Context: an optimization exercise on an open-source flow, tuned for small area. The choices shown serve that exercise and are no tape-out recipe.
Only simulation tests tie the RTL to the original design; equivalence was not proved.

==> run a <==
==> flow/design.v <==
`timescale 1ns / 1ps
module top(
    input          clk     ,
    input          rst_n   ,
    output         trig    ,
    input          echo    ,
    output [3:0]   sel     ,
    output [7:0]   seg     ,
    output [2:0]   led     ,
    input          key     ,
    output [3:0]   sel_1   ,
    output [7:0]   seg_1
    );
    reg [6:0] lo;
    reg [1:0] k;
    reg [4:0] hh;
    reg [2:0] wd;
    wire lo_end = lo[6] & ~lo[5] & ~lo[4] & lo[3] & ~lo[2] & lo[1] & lo[0];     
    wire lo_95  = ~lo[6] & ~lo[5] & lo[3] & lo[2] & ~lo[1] & ~lo[0];            
    wire lo_96  = ~lo[6] & lo[4] & lo[3] & ~lo[2] & ~lo[1] & lo[0];             
    wire lo_1   = ~lo[6] & ~lo[5] & ~lo[3] & ~lo[2] & ~lo[1] & lo[0];           
    wire lo_2   = ~lo[6] & ~lo[4] & ~lo[3] & ~lo[2] & lo[1] & lo[0];            
    wire hh_0   = ~hh[3] & ~hh[2] & ~hh[1] & ~hh[0];                            
    wire hh_24  = hh[4] & ~hh[3] & ~hh[1] & ~hh[0];                             
    wire grp    = wd[2] & wd[0];                                                 
    wire last    = hh_24 & (k == 2'd3);
    wire win_end = last & lo_end;
    wire c9995   = last & lo_95;
    wire c9996   = last & lo_96;
    always @(posedge clk or negedge rst_n) begin
        if (!rst_n) begin
            lo <= 7'd0; k <= 2'd0; hh <= 5'd0; wd <= 3'd0;
        end else begin
            lo <= lo_end ? 7'd0 : {lo[5:0], ~(lo[6] ^ lo[5])};
            if (lo_end) k <= k + 2'd1;
            if (lo_end & (k == 2'd3)) hh <= hh_24 ? 5'd0 : {hh[3:0], ~(hh[4] ^ hh[2])};
            if (win_end) wd <= grp ? 3'd0 : {wd[1:0], ~(wd[2] ^ wd[1])};
        end
    end
    assign trig = hh_0 & (k == 2'd0) & (lo_1 | lo_2);
    reg [5:0]  j;
    reg [15:0] G;
    reg        jinc;
    reg [2:0]  jh;
    always @(*) begin
    case (j)
      6'd0: begin jinc = 1'b0; jh = 3'd0; end
      6'd1: begin jinc = 1'b0; jh = 3'd1; end
      6'd2: begin jinc = 1'b1; jh = 3'd3; end
      6'd3: begin jinc = 1'b0; jh = 3'd0; end
      6'd4: begin jinc = 1'b0; jh = 3'd1; end
      6'd5: begin jinc = 1'b1; jh = 3'd3; end
      6'd6: begin jinc = 1'b0; jh = 3'd0; end
      6'd7: begin jinc = 1'b0; jh = 3'd1; end
      6'd8: begin jinc = 1'b1; jh = 3'd3; end
      6'd9: begin jinc = 1'b0; jh = 3'd0; end
      6'd10: begin jinc = 1'b0; jh = 3'd2; end
      6'd11: begin jinc = 1'b1; jh = 3'd3; end
      6'd12: begin jinc = 1'b0; jh = 3'd0; end
      6'd13: begin jinc = 1'b0; jh = 3'd2; end
      6'd14: begin jinc = 1'b1; jh = 3'd3; end
      6'd15: begin jinc = 1'b0; jh = 3'd0; end
      6'd16: begin jinc = 1'b0; jh = 3'd2; end
      6'd17: begin jinc = 1'b1; jh = 3'd3; end
      6'd18: begin jinc = 1'b0; jh = 3'd0; end
      6'd19: begin jinc = 1'b0; jh = 3'd2; end
      6'd20: begin jinc = 1'b1; jh = 3'd4; end
      6'd21: begin jinc = 1'b0; jh = 3'd0; end
      6'd22: begin jinc = 1'b0; jh = 3'd2; end
      6'd23: begin jinc = 1'b1; jh = 3'd4; end
      6'd24: begin jinc = 1'b0; jh = 3'd0; end
      6'd25: begin jinc = 1'b0; jh = 3'd2; end
      6'd26: begin jinc = 1'b1; jh = 3'd4; end
      6'd27: begin jinc = 1'b0; jh = 3'd0; end
      6'd28: begin jinc = 1'b0; jh = 3'd2; end
      6'd29: begin jinc = 1'b1; jh = 3'd4; end
      6'd30: begin jinc = 1'b0; jh = 3'd1; end
      6'd31: begin jinc = 1'b0; jh = 3'd2; end
      6'd32: begin jinc = 1'b1; jh = 3'd4; end
      6'd33: begin jinc = 1'b0; jh = 3'd1; end
      6'd34: begin jinc = 1'b0; jh = 3'd2; end
      6'd35: begin jinc = 1'b1; jh = 3'd4; end
      6'd36: begin jinc = 1'b0; jh = 3'd1; end
      6'd37: begin jinc = 1'b0; jh = 3'd2; end
      6'd38: begin jinc = 1'b1; jh = 3'd4; end
      6'd39: begin jinc = 1'b0; jh = 3'd1; end
      6'd40: begin jinc = 1'b0; jh = 3'd3; end
      6'd41: begin jinc = 1'b1; jh = 3'd4; end
      6'd42: begin jinc = 1'b0; jh = 3'd1; end
      6'd43: begin jinc = 1'b0; jh = 3'd3; end
      6'd44: begin jinc = 1'b1; jh = 3'd4; end
      6'd45: begin jinc = 1'b0; jh = 3'd1; end
      6'd46: begin jinc = 1'b0; jh = 3'd3; end
      6'd47: begin jinc = 1'b1; jh = 3'd4; end
      6'd48: begin jinc = 1'b0; jh = 3'd1; end
      6'd49: begin jinc = 1'b1; jh = 3'd3; end
      default: begin jinc = 1'b0; jh = 3'd0; end
    endcase
    end
    wire ewrap = G[15] & G[13] & G[11] & G[10] & G[9] & G[4] & G[2];
    always @(posedge clk or negedge rst_n) begin
        if (!rst_n) begin
            j <= 6'd0; G <= 16'd0;
        end else if (echo) begin
            if (ewrap) begin
                j <= 6'd0; G <= 16'd0;
            end else begin
                j <= (j == 6'd49) ? 6'd0 : j + 6'd1;
                G <= G + {15'd0, jinc};
            end
        end else if (win_end) begin
            j <= 6'd0; G <= 16'd0;
        end
    end
    reg [13:0] Q;
    reg [2:0]  R;
    reg [13:0] dreg;
    wire       first = ~wd[2] & ~wd[0];                                         
    wire [13:0] Qa = first ? 14'd0 : Q;
    wire [2:0]  Ra = first ? 3'd0 : R;
    wire [3:0] rh = {1'b0, Ra} + {1'b0, jh};
    wire       cy = rh >= 4'd5;
    always @(posedge clk) begin
        if (c9995) begin
            Q <= Qa + G[13:0] + {13'd0, cy};
            R <= cy ? rh[2:0] - 3'd5 : rh[2:0];
        end
    end
    always @(posedge clk or negedge rst_n) begin
        if (!rst_n) dreg <= 14'd0;
        else if (c9996 & grp) dreg <= Q;
    end
    reg        key_reg, key_value;
    reg [10:0] L;
    wire       lone = L[10] & ~L[9] & ~L[8] & ~L[7] & ~L[6] & ~L[5] & ~L[4] & ~L[3] & ~L[2] & ~L[1] & ~L[0];
    wire       lfb  = (L[10] ^ L[8]) & ~lone;
    always @(posedge clk or negedge rst_n) begin
        if (!rst_n) begin
            key_reg <= 1'b1; key_value <= 1'b1; L <= 11'd0;
        end else begin
            key_reg <= key;
            L <= (key_reg != key) ? 11'd13 : {L[9:0], lfb};
            if (lone) key_value <= key;
        end
    end
    reg        k1, k2;
    wire       kneg = ~k1 & k2;
    reg [1:0]  st, sd;
    reg [13:0] A, B, s;
    reg [7:0]  nu;           
    reg        sg;           
    always @(posedge clk or negedge rst_n) begin
        if (!rst_n) begin
            k1 <= 1'b0; k2 <= 1'b0; st <= 2'd0; sd <= 2'd0;
        end else begin
            k1 <= key_value; k2 <= k1;
            sd <= st;
            if (kneg) st <= (st == 2'd2) ? 2'd0 : st + 2'd1;
        end
    end
    wire        st0 = (st == 2'd0), st1 = (st == 2'd1), st2 = (st == 2'd2);
    wire        moved = st != sd;
    wire        sfb   = ~(s[13] ^ s[0]);
    wire        s9999 = s[13] & s[12] & ~s[11] & s[10] & ~s[9] & s[8] & s[6] & ~s[5] & ~s[4] & s[2] & s[1] & s[0];
    wire        s7151 = s[13] & s[12] & ~s[10] & ~s[9] & s[8] & ~s[7] & ~s[6] & ~s[5] & s[4] & s[3] & ~s[2] & s[1];
    wire        u209  = ~nu[7] & ~nu[6] & ~nu[4] & ~nu[0];
    wire        twrap = u209 & s7151;
    wire        start = st2 & (sd == 2'd1);
    wire        ge    = B >= A;
    wire [13:0] ad    = B + ~A + {13'd0, ge};
    wire [3:0]  dc    = s[11:8];
    wire        dcend = dc[3] & ~dc[2] & ~dc[1] & ~dc[0];
    wire        dbit  = B[13] ^ ~sg;
    wire [8:0]  P     = {s[7:0], dbit};
    wire [9:0]  df    = {1'b0, P} + {2'b01, nu} + 10'd1;
    wire        nb    = df[9] & ~(&nu);
    wire        dstep = st2 & (sd == 2'd2) & ~dcend;
    always @(posedge clk) begin
        if (st0 & kneg) begin
            s <= 14'd0;
        end else if (st1) begin
            if (twrap | s9999) s <= 14'd0;
            else s <= {s[12:0], sfb};
        end else if (start) begin
            s[11:0] <= 12'd0;
        end else if (dstep) begin
            s[7:0]  <= nb ? df[7:0] : P[7:0];
            s[11:8] <= {dc[2:0], ~(dc[3] ^ dc[2])};
        end
    end
    always @(posedge clk) begin
        if ((st0 & kneg) | (st1 & twrap)) nu <= 8'hff;
        else if (st1 & s9999) nu <= nu - 8'd1;
    end
    always @(posedge clk) begin
        if (kneg & ~st2) B <= dreg;
        else if (start) B <= ad;
        else if (dstep) B <= {B[12:0], nb};
        if (start) sg <= ge;
    end
    always @(posedge clk or negedge rst_n) begin
        if (!rst_n) A <= 14'd0;
        else if (moved) A <= B;
    end
    assign led = {1'b0, st};
    function [3:0] digit;
        input [13:0] v;
        input [1:0]  kk;
        reg [7:0] hi, p;
        reg [6:0] lo2;
        reg [4:0] t;
        begin
            hi  = v / 100;
            lo2 = v % 100;
            p   = kk[1] ? {1'b0, lo2} : hi;
            t   = p / 10;
            if (kk[0]) digit = p % 10;
            else       digit = (t >= 5'd10) ? t - 5'd10 : t[3:0];
        end
    endfunction
    function [6:0] seg7;
        input [3:0] d;
        begin
            case (d)
                4'd0: seg7 = 7'b0111111;
                4'd1: seg7 = 7'b0000110;
                4'd2: seg7 = 7'b1011011;
                4'd3: seg7 = 7'b1001111;
                4'd4: seg7 = 7'b1100110;
                4'd5: seg7 = 7'b1101101;
                4'd6: seg7 = 7'b1111101;
                4'd7: seg7 = 7'b0000111;
                4'd8: seg7 = 7'b1111111;
                4'd9: seg7 = 7'b1101111;
                default: seg7 = 7'b1111111;
            endcase
        end
    endfunction
    wire [3:0] selv = {k == 2'd3, k == 2'd2, k == 2'd1, k == 2'd0};
    assign sel   = selv;
    assign sel_1 = selv;
    assign seg   = {selv[2], seg7(digit(dreg, k))};
    assign seg_1 = {selv[2], seg7(digit(A, k))};
endmodule
==> flow/flow/run.sh <==
#!/bin/bash
# Own layout flow: the standard flow, except that the synthesis maps the
# logic with an area-only ABC script and without yosys's adder extraction.
# The registers are those of the standard synthesis (checked below); if they
# differ, the standard synthesis is used instead.
set -euo pipefail
W=$PWD
F=$W/flow
R=$W/orfs/results/$FLOW_PLATFORM/top/base

bash standard.sh synth > std_synth.log 2>&1
cp $R/1_2_yosys.v std_1_2_yosys.v

# 2. own synthesis: same script, area-only mapping
# layout options: small clock buffers without dummy loads, small port buffers
EXTRA="CTS_ARGS='-sink_clustering_enable -repair_clock_nets -buf_list sky130_fd_sc_hd__clkbuf_8 -dont_use_dummy_load'"
EXTRA="$EXTRA BUFFER_PORTS_ARGS='-buffer_cell sky130_fd_sc_hd__buf_1'"
sed "s#SYNTH_SCRIPT=[^ ]*#SYNTH_SCRIPT=$F/my_synth.tcl ADDER_MAP_FILE= SYNTH_OPERATIONS_ARGS=-noshare $EXTRA#" standard.sh > my_standard.sh
bash $F/mksynth.sh $W/synth_mod.tcl
export MY_SYNTH_TCL=$W/synth_mod.tcl
export MY_ABC_SCRIPT=$F/area.abc
rm -f $R/1_2_yosys.v $R/1_2_yosys.sdc $R/1_synth.odb $R/1_synth.sdc
if bash my_standard.sh synth > my_synth.log 2>&1 && \
   python3 $F/flops.py std_1_2_yosys.v $R/1_2_yosys.v > flops_check.log 2>&1; then
    echo "own synthesis used" >> flops_check.log
else
    echo "own synthesis failed or changed the registers: standard synthesis used" >> flops_check.log
    rm -f $R/1_synth.odb $R/1_synth.sdc
    cp std_1_2_yosys.v $R/1_2_yosys.v
    touch $R/1_2_yosys.v
    bash standard.sh synth > std_synth2.log 2>&1
fi

# 3. the rest of the standard flow
bash my_standard.sh > my_flow.log 2>&1
==> flow/flow/area.abc <==
strash
&get -n
&deepsyn -T 60
&put
dch -f
amap
topo
==> flow/flow/flops.py <==
import re, sys
def flops(path):
    txt = open(path).read()
    res = {}
    for m in re.finditer(r'^\s*(sky130_fd_sc_hd__\w+)\s+(\S+)\s*\(', txt, re.M):
        cell, inst = m.group(1), m.group(2)
        base = re.sub(r'_\d+$', '', cell.replace('sky130_fd_sc_hd__', ''))
        if base.startswith(('df', 'edf', 'sdf', 'dl', 'sedf')):
            res[inst] = base
    return res
a, b = flops(sys.argv[1]), flops(sys.argv[2])
bad = 0
for k in sorted(set(a) | set(b)):
    if a.get(k) != b.get(k):
        bad += 1
        if bad <= 10: print("DIFF", k, a.get(k), b.get(k))
print("flops", len(a), len(b), "mismatches", bad)
sys.exit(1 if bad else 0)
==> flow/flow/mksynth.sh <==
#!/bin/bash
# writes $1: a copy of ORFS synth.tcl whose abc step runs $MY_ABC_SCRIPT for
# area only (the adder extraction is switched off by ADDER_MAP_FILE= on the make line)
sed 's#log_cmd abc {\*}$abc_args#log_cmd abc -script $::env(MY_ABC_SCRIPT) {*}$lib_args {*}$lib_dont_use_args#' \
    $FLOW_HOME/scripts/synth.tcl > $1
grep -q 'MY_ABC_SCRIPT' $1
==> flow/flow/my_synth.tcl <==
# The standard flow's synthesis (synth_recipe.tcl) with only the abc mapping step changed
proc synth {args} { yosys synth -nofsm -noshare {*}$args }
source $::env(MY_SYNTH_TCL)
# left out here: clear keep_hierarchy, flatten, clean up, hide names made inside functions, write 1_2_yosys.v
==> flow/standard.sh <==
#!/bin/bash
# synth_recipe.tcl (not shown) runs the flow's synth.tcl, then flattens the netlist and writes it again
# the make line also repeats each setting of config.mk as NAME=value (left out here)
make -C /OpenROAD-flow-scripts/flow DESIGN_CONFIG=/design/flow/config.mk WORK_HOME=/design/flow/orfs CLKGATE_MAP_FILE= SYNTH_SCRIPT=/design/flow/synth_recipe.tcl "${@:-finish}"
==> flow/config.mk <==
export PLATFORM = sky130hd
export DESIGN_NAME = top
export DESIGN_NICKNAME = top
export VERILOG_FILES = /design/flow/design.v
export SDC_FILE = /design/flow/constraint.sdc
export NUM_CORES = 8
export LEC_CHECK = 0
export CAP_MARGIN = 20
export CORE_MARGIN = 2
export CORE_UTILIZATION = 40
export SLEW_MARGIN = 20
==> flow/constraint.sdc <==
create_clock -name core_clock -period 120.0 [get_ports {clk}]
set_input_delay 24.0000 -clock core_clock [delete_from_list [all_inputs] [get_ports {clk}]]
set_output_delay 24.0000 -clock core_clock [all_outputs]
set_load 0.01 [all_outputs]
==> run b (differences from run a) <==
==> flow/design.v, changed modules only <==
module top(
    input          clk     ,
    input          rst_n   ,
    output         trig    ,
    input          echo    ,
    output [3:0]   sel     ,
    output [7:0]   seg     ,
    output [2:0]   led     ,
    input          key     ,
    output [3:0]   sel_1   ,
    output [7:0]   seg_1
    );
    reg [6:0] lo;
    reg [1:0] k;
    reg [4:0] hh;
    reg [2:0] wd;
    wire lo_end = lo[6] & ~lo[5] & ~lo[4] & lo[3] & ~lo[2] & lo[1] & lo[0];     
    wire lo_95  = ~lo[6] & ~lo[5] & lo[3] & lo[2] & ~lo[1] & ~lo[0];            
    wire lo_96  = ~lo[6] & lo[4] & lo[3] & ~lo[2] & ~lo[1] & lo[0];             
    wire lo_1   = ~lo[6] & ~lo[5] & ~lo[3] & ~lo[2] & ~lo[1] & lo[0];           
    wire lo_2   = ~lo[6] & ~lo[4] & ~lo[3] & ~lo[2] & lo[1] & lo[0];            
    wire hh_0   = ~hh[3] & ~hh[2] & ~hh[1] & ~hh[0];                            
    wire hh_24  = hh[4] & ~hh[3] & ~hh[1] & ~hh[0];                             
    wire grp    = wd[2] & wd[0];                                                 
    wire last    = hh_24 & (k == 2'd3);
    wire win_end = last & lo_end;
    wire c9995   = last & lo_95;
    wire c9996   = last & lo_96;
    always @(posedge clk or negedge rst_n) begin
        if (!rst_n) begin
            lo <= 7'd0; k <= 2'd0; hh <= 5'd0; wd <= 3'd0;
        end else begin
            lo <= lo_end ? 7'd0 : {lo[5:0], ~(lo[6] ^ lo[5])};
            if (lo_end) k <= k + 2'd1;
            if (lo_end & (k == 2'd3)) hh <= hh_24 ? 5'd0 : {hh[3:0], ~(hh[4] ^ hh[2])};
            if (win_end) wd <= grp ? 3'd0 : {wd[1:0], ~(wd[2] ^ wd[1])};
        end
    end
    assign trig = hh_0 & (k == 2'd0) & (lo_1 | lo_2);
    reg [5:0]  j;
    reg [15:0] G;
    reg        jinc;
    reg [2:0]  jh;
    always @(*) begin
    case (j)
      6'd0: begin jinc = 1'b0; jh = 3'd0; end
      6'd1: begin jinc = 1'b0; jh = 3'd1; end
      6'd2: begin jinc = 1'b1; jh = 3'd3; end
      6'd3: begin jinc = 1'b0; jh = 3'd0; end
      6'd4: begin jinc = 1'b0; jh = 3'd1; end
      6'd5: begin jinc = 1'b1; jh = 3'd3; end
      6'd6: begin jinc = 1'b0; jh = 3'd0; end
      6'd7: begin jinc = 1'b0; jh = 3'd1; end
      6'd8: begin jinc = 1'b1; jh = 3'd3; end
      6'd9: begin jinc = 1'b0; jh = 3'd0; end
      6'd10: begin jinc = 1'b0; jh = 3'd2; end
      6'd11: begin jinc = 1'b1; jh = 3'd3; end
      6'd12: begin jinc = 1'b0; jh = 3'd0; end
      6'd13: begin jinc = 1'b0; jh = 3'd2; end
      6'd14: begin jinc = 1'b1; jh = 3'd3; end
      6'd15: begin jinc = 1'b0; jh = 3'd0; end
      6'd16: begin jinc = 1'b0; jh = 3'd2; end
      6'd17: begin jinc = 1'b1; jh = 3'd3; end
      6'd18: begin jinc = 1'b0; jh = 3'd0; end
      6'd19: begin jinc = 1'b0; jh = 3'd2; end
      6'd20: begin jinc = 1'b1; jh = 3'd4; end
      6'd21: begin jinc = 1'b0; jh = 3'd0; end
      6'd22: begin jinc = 1'b0; jh = 3'd2; end
      6'd23: begin jinc = 1'b1; jh = 3'd4; end
      6'd24: begin jinc = 1'b0; jh = 3'd0; end
      6'd25: begin jinc = 1'b0; jh = 3'd2; end
      6'd26: begin jinc = 1'b1; jh = 3'd4; end
      6'd27: begin jinc = 1'b0; jh = 3'd0; end
      6'd28: begin jinc = 1'b0; jh = 3'd2; end
      6'd29: begin jinc = 1'b1; jh = 3'd4; end
      6'd30: begin jinc = 1'b0; jh = 3'd1; end
      6'd31: begin jinc = 1'b0; jh = 3'd2; end
      6'd32: begin jinc = 1'b1; jh = 3'd4; end
      6'd33: begin jinc = 1'b0; jh = 3'd1; end
      6'd34: begin jinc = 1'b0; jh = 3'd2; end
      6'd35: begin jinc = 1'b1; jh = 3'd4; end
      6'd36: begin jinc = 1'b0; jh = 3'd1; end
      6'd37: begin jinc = 1'b0; jh = 3'd2; end
      6'd38: begin jinc = 1'b1; jh = 3'd4; end
      6'd39: begin jinc = 1'b0; jh = 3'd1; end
      6'd40: begin jinc = 1'b0; jh = 3'd3; end
      6'd41: begin jinc = 1'b1; jh = 3'd4; end
      6'd42: begin jinc = 1'b0; jh = 3'd1; end
      6'd43: begin jinc = 1'b0; jh = 3'd3; end
      6'd44: begin jinc = 1'b1; jh = 3'd4; end
      6'd45: begin jinc = 1'b0; jh = 3'd1; end
      6'd46: begin jinc = 1'b0; jh = 3'd3; end
      6'd47: begin jinc = 1'b1; jh = 3'd4; end
      6'd48: begin jinc = 1'b0; jh = 3'd1; end
      6'd49: begin jinc = 1'b1; jh = 3'd3; end
      default: begin jinc = 1'b0; jh = 3'd0; end
    endcase
    end
    wire ewrap = G[15] & G[13] & G[11] & G[10] & G[9] & G[4] & G[2];
    always @(posedge clk or negedge rst_n) begin
        if (!rst_n) begin
            j <= 6'd0; G <= 16'd0;
        end else if (echo) begin
            if (ewrap) begin
                j <= 6'd0; G <= 16'd0;
            end else begin
                j <= (j == 6'd49) ? 6'd0 : j + 6'd1;
                G <= G + {15'd0, jinc};
            end
        end else if (win_end) begin
            j <= 6'd0; G <= 16'd0;
        end
    end
    reg [13:0] Q;
    reg [2:0]  R;
    reg [13:0] dreg;
    wire [3:0] rh = {1'b0, R} + {1'b0, jh};
    wire       cy = rh >= 4'd5;
    always @(posedge clk or negedge rst_n) begin
        if (!rst_n) begin
            Q <= 14'd0; R <= 3'd0; dreg <= 14'd0;
        end else begin
            if (c9995) begin
                Q <= Q + G[13:0] + {13'd0, cy};
                R <= cy ? rh[2:0] - 3'd5 : rh[2:0];
            end else if (win_end & grp) begin
                Q <= 14'd0; R <= 3'd0;
            end
            if (c9996 & grp) dreg <= Q;
        end
    end
    reg        key_reg, key_value;
    reg [10:0] L;
    wire       lone = L[10] & ~L[9] & ~L[8] & ~L[7] & ~L[6] & ~L[5] & ~L[4] & ~L[3] & ~L[2] & ~L[1] & ~L[0];
    wire       lfb  = (L[10] ^ L[8]) & ~lone;
    always @(posedge clk or negedge rst_n) begin
        if (!rst_n) begin
            key_reg <= 1'b1; key_value <= 1'b1; L <= 11'd0;
        end else begin
            key_reg <= key;
            L <= (key_reg != key) ? 11'd13 : {L[9:0], lfb};
            if (lone) key_value <= key;
        end
    end
    reg        k1, k2;
    wire       kneg = ~k1 & k2;
    reg [1:0]  st, sd;
    reg [13:0] s;
    reg [13:0] d1, d2;
    reg [7:0]  nu;           
    reg        p2;
    always @(posedge clk or negedge rst_n) begin
        if (!rst_n) begin
            k1 <= 1'b0; k2 <= 1'b0; st <= 2'd0; sd <= 2'd0;
        end else begin
            k1 <= key_value; k2 <= k1;
            sd <= st;
            if (kneg) st <= (st == 2'd2) ? 2'd0 : st + 2'd1;
        end
    end
    wire        st0 = (st == 2'd0), st1 = (st == 2'd1), st2 = (st == 2'd2);
    wire        sfb   = ~(s[13] ^ s[0]);
    wire        s9999 = s[13] & s[12] & ~s[11] & s[10] & ~s[9] & s[8] & s[6] & ~s[5] & ~s[4] & s[2] & s[1] & s[0];
    wire        s7151 = s[13] & s[12] & ~s[10] & ~s[9] & s[8] & ~s[7] & ~s[6] & ~s[5] & s[4] & s[3] & ~s[2] & s[1];
    wire        u209  = ~nu[7] & ~nu[6] & ~nu[4] & ~nu[0];
    wire        twrap = u209 & s7151;
    wire        pass1 = st2 & (sd == 2'd1);
    wire        pass2 = st2 & p2;
    wire [14:0] ad    = {1'b0, d2} + {1'b0, ~d1} + {14'd0, pass1 | s[0]};
    wire [3:0]  dc    = d1[11:8];
    wire        dcend = dc[3] & ~dc[2] & ~dc[1] & ~dc[0];
    wire        dbit  = s[13] ^ ~d1[12];
    wire [8:0]  P     = {d1[7:0], dbit};
    wire [9:0]  df    = {1'b0, P} + {2'b01, nu} + 10'd1;
    wire        nb    = df[9] & ~(&nu);
    wire        dstep = st2 & ~pass1 & ~pass2 & ~dcend;
    always @(posedge clk) begin
        p2 <= pass1;
    end
    always @(posedge clk or negedge rst_n) begin
        if (!rst_n) begin
            s <= 14'd0;
        end else if (st1) begin
            if (sd == 2'd0) s <= 14'd1;
            else if (twrap | s9999) s <= 14'd0;
            else s <= {s[12:0], sfb};
        end else if (pass1 | pass2) begin
            s <= pass1 ? {ad[13:1], ad[14]} : ad[13:0];
        end else if (dstep) begin
            s <= {s[12:0], nb};
        end
    end
    always @(posedge clk) begin
        if (st1) begin
            if ((sd == 2'd0) | twrap) nu <= 8'hff;
            else if (s9999) nu <= nu - 8'd1;
        end
    end
    always @(posedge clk) begin
        if (st0 & kneg) d1 <= dreg;
        else if (pass2) begin
            d1[7:0]  <= 8'd0;
            d1[11:8] <= 4'd0;
            d1[12]   <= s[0];
        end else if (dstep) begin
            d1[7:0]  <= nb ? df[7:0] : P[7:0];
            d1[11:8] <= {dc[2:0], ~(dc[3] ^ dc[2])};
        end
        if (st1 & kneg) d2 <= dreg;
    end
    assign led = {1'b0, st};
    wire [13:0] v1 = (sd == 2'd1) ? d1 : (sd == 2'd2) ? d2 : s;
    function [3:0] digit;
        input [13:0] v;
        input [1:0]  kk;
        reg [7:0] hi, p;
        reg [6:0] lo2;
        reg [4:0] t;
        begin
            hi  = v / 100;
            lo2 = v % 100;
            p   = kk[1] ? {1'b0, lo2} : hi;
            t   = p / 10;
            if (kk[0]) digit = p % 10;
            else       digit = (t >= 5'd10) ? t - 5'd10 : t[3:0];
        end
    endfunction
    function [6:0] seg7;
        input [3:0] d;
        begin
            case (d)
                4'd0: seg7 = 7'b0111111;
                4'd1: seg7 = 7'b0000110;
                4'd2: seg7 = 7'b1011011;
                4'd3: seg7 = 7'b1001111;
                4'd4: seg7 = 7'b1100110;
                4'd5: seg7 = 7'b1101101;
                4'd6: seg7 = 7'b1111101;
                4'd7: seg7 = 7'b0000111;
                4'd8: seg7 = 7'b1111111;
                4'd9: seg7 = 7'b1101111;
                default: seg7 = 7'b1111111;
            endcase
        end
    endfunction
    wire [3:0] selv = {k == 2'd3, k == 2'd2, k == 2'd1, k == 2'd0};
    assign sel   = selv;
    assign sel_1 = selv;
    assign seg   = {selv[2], seg7(digit(dreg, k))};
    assign seg_1 = {selv[2], seg7(digit(v1, k))};
endmodule
--- a/flow/flow/run.sh
+++ b/flow/flow/run.sh
@@ -13,8 +13,5 @@
 
 # 2. own synthesis: same script, area-only mapping
-# layout options: small clock buffers without dummy loads, small port buffers
-EXTRA="CTS_ARGS='-sink_clustering_enable -repair_clock_nets -buf_list sky130_fd_sc_hd__clkbuf_8 -dont_use_dummy_load'"
-EXTRA="$EXTRA BUFFER_PORTS_ARGS='-buffer_cell sky130_fd_sc_hd__buf_1'"
-sed "s#SYNTH_SCRIPT=[^ ]*#SYNTH_SCRIPT=$F/my_synth.tcl ADDER_MAP_FILE= SYNTH_OPERATIONS_ARGS=-noshare $EXTRA#" standard.sh > my_standard.sh
+sed "s#SYNTH_SCRIPT=[^ ]*#SYNTH_SCRIPT=$F/my_synth.tcl ADDER_MAP_FILE=#" standard.sh > my_standard.sh
 bash $F/mksynth.sh $W/synth_mod.tcl
 export MY_SYNTH_TCL=$W/synth_mod.tcl
==> flow/flow/area.abc (replaced) <==
strash
&get -n
&deepsyn -T 20
&put
dch -f
amap
topo
==> flow/flow/mksynth.sh (replaced) <==
#!/bin/bash
# writes $1 (a copy of ORFS synth.tcl whose abc step runs $MY_ABC_SCRIPT for area only)
sed 's#log_cmd abc {\*}$abc_args#log_cmd abc -script $::env(MY_ABC_SCRIPT) {*}$lib_args {*}$lib_dont_use_args#' \
    $FLOW_HOME/scripts/synth.tcl > $1
grep -q 'MY_ABC_SCRIPT' $1
==> impl_results.md <==
- Gpl congestion: a little under 0.9
- Met2 Use GR: around 33%
- Vias in the first global route: about 7,500
- Syn nets: 1,189
- Outcome: complete, no violations
- Pre-CTS WS: between 80,000 and 90,000 ps
- Post-synthesis xor/xnor area fraction: 0.1007%
- Number of synthesized flops with an enable pin: 32
The numbers above come from run a.

==> impl_results.md <==
- Outcome: complete, no violations
- Syn nets: 1,148
- Vias in the first global route: around 7,900
- Post-DP HPWL: about 18 mm
- Post-synthesis xor/xnor area fraction: less than 1%
- Final Hold Vio Count: 0
- Number of synthesized flops with an enable pin: 36
- Synth warnings: 1
- Gpl congestion: 0.8965
- Met2 Use GR: about a third
- Adder-cell share of the synthesized area: 0%
- Slew headroom: between 30% and 40%
The numbers above come from run b.

[static timing again, ports no longer ideal]
The flow's constraints put no driver on any port. The routed layouts listed below were extracted and timed again, unchanged, in two steps. Step 1: set_driving_cell puts a clkbuf_16 on clk and a buf_2 on each other input, an assumption about the parent block. Step 2 times the ports against the registers' clock, not the clock port: input delays grow and output delays shrink by t, the midpoint of the rising clock arrivals with the driver on. a / b / c = ideal / step 1 / step 2; a / b = the first two.
run | t (ns) | slack for setup (ns) | slew at the worst register clock pin (ns)
run a | 0.475 | 82.833 / 82.791 / 83.266 | 0.11 / 0.11
run b | 0.468 | 80.342 / 80.299 / 80.766 | 0.07 / 0.07
After both steps every run listed still meets setup and hold.
